Source: an optimization exercise on an open RTL-to-GDS flow (aim: small area and a short achievable clock period). Production flows keep margins and buffers that such runs may drop.
In this exercise RTL edits were held to simulation tests only and were not proved equivalent to the original.

## run D
Design sparq_dot8, start of the top module:
module sparq_dot8 (
  input  logic         clk,
  input  logic         rstn,
  input  logic         w_load,
  input  logic [127:0] w_data,
  input  logic         in_valid,
  input  logic [31:0]  in_act,
  input  logic [15:0]  in_acc,
  output logic         out_valid,
  output logic [15:0]  out_data
);
  localparam int N   = 8;
  localparam int LAT = 3*N + 2;    
  logic [15:0] weight [0:N-1];
  always @ (posedge clk) begin
    if (w_load) begin
      for (int i = 0; i < N; i++) weight[i] <= w_data[16*i +: 16];
    end
  end
  logic [LAT-1:0] vld;
  always @ (posedge clk) begin
    if (!rstn) vld <= '0;
    else       vld <= {vld[LAT-2:0], in_valid};
  end
  assign out_valid = vld[LAT-1];
  logic [5:0] ctl [0:N-1];
  genvar k;
  generate
    for (k = 0; k < N; k++) begin : skew
      logic [3:0] a;
      logic [5:0] c;
      if (k == 0) begin : direct
        assign a = in_act[3:0];
      end
      else begin : delayed
        FifoBuffer #(.DATA_SIZE(4), .CYCLES(3*k-1)) dl (.clk(clk), .in(in_act[4*k +: 4]), .out(a));
      end
      fmul_dec dec (.in_B(a), .ctl(c));
      always @ (posedge clk) ctl[k] <= c;
    end
  endgenerate
  logic [15:0] acc_r;
  always @ (posedge clk) acc_r <= in_acc;
  logic [11:0] sum_r  [1:N];
  logic [4:0]  eL_r   [1:N];
  logic        sL_r   [1:N];
  logic [13:0] prod_r [1:N-1];
  logic        psg_r  [1:N-1];
  generate
    for (k = 0; k < N; k++) begin : pe
      logic [15:0] s, p;
      if (k == 0) begin : first
        logic [13:0] prod0;
        logic        psg0;
        assign s = acc_r;
        fmul_prod mp (.in_A(weight[0]), .ctl(ctl[0]), .prod(prod0), .sign(psg0));
        fmul_norm mn (.in_A(weight[0]), .prod(prod0), .sign(psg0), .out(p));
      end
      else begin : chain
        logic [3:0] t;
        fadd_lzc   lz  (.sum(sum_r[k]), .eL(eL_r[k]), .t(t));
        fadd_shift nrm (.sum(sum_r[k]), .eL(eL_r[k]), .sL(sL_r[k]), .t(t), .out(s));
        fmul_norm  mn  (.in_A(weight[k]), .prod(prod_r[k]), .sign(psg_r[k]), .out(p));
      end
      logic [15:0] s_r, p_r;
      always @ (posedge clk) begin
        s_r <= s;
        p_r <= p;
      end
      logic [10:0] xA, xB;
      logic        invA, invB, cin, sL;
      logic [4:0]  eL;
      fadd_align al (.in_A(p_r), .in_B(s_r), .xA(xA), .xB(xB), .invA(invA), .invB(invB),
                     .cin(cin), .eL(eL), .sL(sL));
      logic [10:0] xA_r, xB_r;
  ...
clock: 11.0 ns
lec_check: 0
abc_area: 1
cap_margin: 20
core_margin: 2
core_utilization: 55
cts_cluster_diameter: 100
cts_cluster_size: 25
place_density: 0.65
slew_margin: 20
standard.sh (not shown) runs the stock make flow with config.mk's settings and CLKGATE_MAP_FILE= SYNTH_SCRIPT=/design/flow/synth_recipe.tcl, a recipe that flattens the netlist after the stock synthesis.
==> flow/flow/run.sh <==
#!/bin/bash
set -euo pipefail
export SETUP_SLACK_MARGIN=7.5
bash standard.sh finish > orfs_make.log 2>&1
Changes in run C relative to run D:
- swapping 25 for 30 in CTS_CLUSTER_SIZE
- swapping 0.65 for 0.72 in PLACE_DENSITY
- swapping 55 for 65 in CORE_UTILIZATION
- swapping 100 for 80 in CTS_CLUSTER_DIAMETER
==> flow/flow/run.sh <==
#!/bin/bash
set -euo pipefail
export SETUP_SLACK_MARGIN=7.8
export BUFFER_PORTS_ARGS="-buffer_cell sky130_fd_sc_hd__buf_1"
bash standard.sh finish > orfs_make.log 2>&1
Findings:
Min routed via count across run D and run C: run D
Adder-cell area share of the yosys netlist: run C vs run D identical

========
sparq_dot8 again, from the RTL that the note above started with.
clock: 11.0 ns
lec_check: 0
abc_area: 1
cap_margin: 20
core_margin: 2
core_utilization: 55
cts_cluster_diameter: 80
cts_cluster_size: 30
place_density: 0.65
slew_margin: 20
tns_end_percent: 30
==> flow/flow/run.sh <==
#!/bin/bash
set -euo pipefail
export SETUP_SLACK_MARGIN=7.8
export BUFFER_PORTS_ARGS="-buffer_cell sky130_fd_sc_hd__buf_1"
bash standard.sh finish > orfs_make.log 2>&1
The baseline went through all stages and came out clean.
Next try:
==> flow/run.sh (new file) <==
#!/bin/bash
# synth_recipe.tcl (not shown) runs the flow's synth.tcl, then flattens the netlist and writes it again
# the make line also repeats each setting of config.mk as NAME=value (left out here)
make -C /OpenROAD-flow-scripts/flow DESIGN_CONFIG=/design/flow/config.mk WORK_HOME=/design/flow/orfs CLKGATE_MAP_FILE= SYNTH_SCRIPT=/design/flow/synth_recipe.tcl finish
SETUP_SLACK_MARGIN = 5   (was default)
TNS_END_PERCENT = default   (was 30)
removed: flow/flow/run.sh
removed: flow/standard.sh
The new run completed with no timing, DRC or antenna violations; global-route usage fell by 0.25 points; clock-buffer cell count came out lower by 1; via count came out lower by 1.2%; critical path depth is higher by 18; clock skew is about the same; register-to-register slack gets worse by 0.89 ns.

========
Another version of the RTL of sparq_dot8 (not shown whole).
Size in the first run: roughly 8900 cells after synthesis, roughly 200 I/O pins, roughly 70000 um2 of cells after synthesis.
make LEC_CHECK=0 ABC_AREA=1 CAP_MARGIN=20 CORE_MARGIN=2 CORE_UTILIZATION=55 CTS_BUF_LIST=sky130_fd_sc_hd__clkbuf_8 CTS_CLUSTER_SIZE=30 PLACE_DENSITY=0.65 SLEW_MARGIN=20 finish   # period 11.0 ns
run.sh (not shown) runs the stock make flow with config.mk's settings and CLKGATE_MAP_FILE= SYNTH_SCRIPT=/design/flow/synth_recipe.tcl, a recipe that flattens the netlist after the stock synthesis.
Stock flow here: none of the scripts above is used.
Change:
CTS_BUF_LIST = unset   (was sky130_fd_sc_hd__clkbuf_8)
CTS_CLUSTER_SIZE = unset   (was 30)
Outcome: First-iteration DRC count rose by about 2.2%; global-route usage barely changes; hold slack stays flat; wire length shrinks by about 0.35%; worst setup slack improved by 0.16 ns; via count fell by about 1.1%; non-clock buffer count is unchanged; maximum frequency rises by 4.2%.

========
sparq_dot8 with an RTL version that a note above also has.
Size in the first run: about 7700 cells after synthesis, ~1300 flip-flops, about 200 I/O pins.
Settings: LEC_CHECK=0, ABC_AREA=1, CAP_MARGIN=20, CORE_MARGIN=2, CORE_UTILIZATION=55, CTS_CLUSTER_DIAMETER=80, CTS_CLUSTER_SIZE=30, PLACE_DENSITY=0.65, SLEW_MARGIN=20; clock period 11.0 ns.
standard.sh (not shown) runs the stock make flow with config.mk's settings and CLKGATE_MAP_FILE= SYNTH_SCRIPT=/design/flow/synth_recipe.tcl, a recipe that flattens the netlist after the stock synthesis.
==> flow/flow/run.sh <==
#!/bin/bash
set -euo pipefail
export SETUP_SLACK_MARGIN=8.0
export BUFFER_PORTS_ARGS="-buffer_cell sky130_fd_sc_hd__buf_1"
bash standard.sh finish > orfs_make.log 2>&1
The first run completed without violations.
Change:
==> flow/flow/run.sh (replaced) <==
#!/bin/bash
set -euo pipefail
export SETUP_SLACK_MARGIN=7.7
bash standard.sh finish > orfs_make.log 2>&1
Die area is unchanged.
Core utilization fell by 0.22 points.
Routed wire length fell by 1.3%.
Final cell count falls by 0.95%.
Final area is lower by 0.37%.
Clock-buffer cell count grows by 2.
Clock skew goes down by 0.010 ns.
Change:
==> flow/flow/run.sh (replaced) <==
#!/bin/bash
set -euo pipefail
export SETUP_SLACK_MARGIN=7.5
bash standard.sh finish > orfs_make.log 2>&1
Effect:
- The new run ran to the end with no violations
- cell count stays flat
- synthesized area is unchanged
- sequential share of layout area is about the same
- cell area barely changes
Change:
==> flow/flow/run.sh (replaced) <==
#!/bin/bash
set -euo pipefail
export SETUP_SLACK_MARGIN=7.8
export BUFFER_PORTS_ARGS="-buffer_cell sky130_fd_sc_hd__buf_2"
bash standard.sh finish > orfs_make.log 2>&1
Effect: The changed run completed with no timing, DRC or antenna violations. Clock skew is higher by 0.0043 ns. Utilization decreases by 0.24 points. Register-to-register slack gets better by 0.21 ns.

========
sparq_dot8, a different RTL version from the one above (not shown whole).
Size: roughly 830 flip-flops, roughly 57,000 µm² of cells after synthesis.
Settings: LEC_CHECK=0, ABC_AREA=1, CAP_MARGIN=20, CORE_MARGIN=2, CORE_UTILIZATION=55, PLACE_DENSITY=0.65, SLEW_MARGIN=20; clock period 11.0 ns.
==> flow/flow/run.sh <==
#!/bin/bash
set -euo pipefail
export SETUP_SLACK_MARGIN=7.0
bash standard.sh finish > orfs_make.log 2>&1
The first run finished with timing, DRC and antenna clean.
==> next run, changes <==
==> flow/run.sh (new file) <==
#!/bin/bash
# synth_recipe.tcl (not shown) runs the flow's synth.tcl, then flattens the netlist and writes it again
# the make line also repeats each setting of config.mk as NAME=value (left out here)
make -C /OpenROAD-flow-scripts/flow DESIGN_CONFIG=/design/flow/config.mk WORK_HOME=/design/flow/orfs CLKGATE_MAP_FILE= SYNTH_SCRIPT=/design/flow/synth_recipe.tcl finish
removed: flow/flow/run.sh
removed: flow/standard.sh
Outcome: The changed run completed with no timing, DRC or antenna violations. Synthesized area stays the same. Core utilization shrinks by 9.6 points. Worst hold slack degrades by 0.0073 ns. Global-route usage shrinks by 1.5 points. Non-clock buffer count shrinks by 581. Fmax shrinks by about 23%. Sequential share of layout area grows by 3.6 points. Setup slack degrades by 1.2 ns. Count of clock-buffer cells in the layout shrinks by 11.

==> separate check: timing with driven ports <==
The flow's constraints put no driver on any port. The routed layouts listed below were extracted and timed again, unchanged, in two steps.
Step 1 assumes that a clkbuf_16 drives the clock port and a buf_2 every other input.
Step 2 moves the port delays by t, midway between the first and last clock arrival at a register: inputs arrive t later, outputs are due t later. That takes back most of the time a late clock gives input paths.
Three values: ideal ports, drivers, drivers and shift; two values: the first two.
run | t (ns) | setup WS [ns] | hold slack, ns
run D | 0.772 | 7.567 / 7.485 / 6.986 | 0.320 / 0.320 / 0.320
run C | 0.758 | 7.651 / 7.574 / 7.158 | 0.319 / 0.319 / 0.319
the first run of note 2 | 0.742 | 7.688 / 7.610 / 7.172 | 0.314 / 0.314 / 0.314
the second run of note 2 | 0.774 | 7.007 / 7.007 / 6.972 | 0.313 / 0.313 / 0.313
the first run of note 3 | 1.003 | 7.019 / 6.945 / 7.020 | 0.308 / 0.308 / 0.308
the second run of note 3 | 0.849 | 7.180 / 7.104 / 7.030 | 0.310 / 0.310 / 0.310
the first run of note 4 | 0.781 | 7.643 / 7.563 / 7.311 | 0.319 / 0.319 / 0.319
the second run of note 4 | 0.762 | 7.655 / 7.580 / 7.167 | 0.321 / 0.321 / 0.321
the third run of note 4 | 0.774 | 7.574 / 7.502 / 6.966 | 0.315 / 0.315 / 0.315
the fourth run of note 4 | 0.790 | 7.641 / 7.564 / 7.172 | 0.320 / 0.320 / 0.320
the first run of note 5 | 0.756 | 6.832 / 6.832 / 6.832 | 0.318 / 0.318 / 0.318
the second run of note 5 | 0.748 | 5.588 / 5.588 / 5.588 | 0.311 / 0.311 / 0.311
After both steps every run listed still meets setup and hold. For the third run of note 4, which loses most, drivers alone change the setup slack by -0.072 ns; drivers and shift together by -0.608 ns.
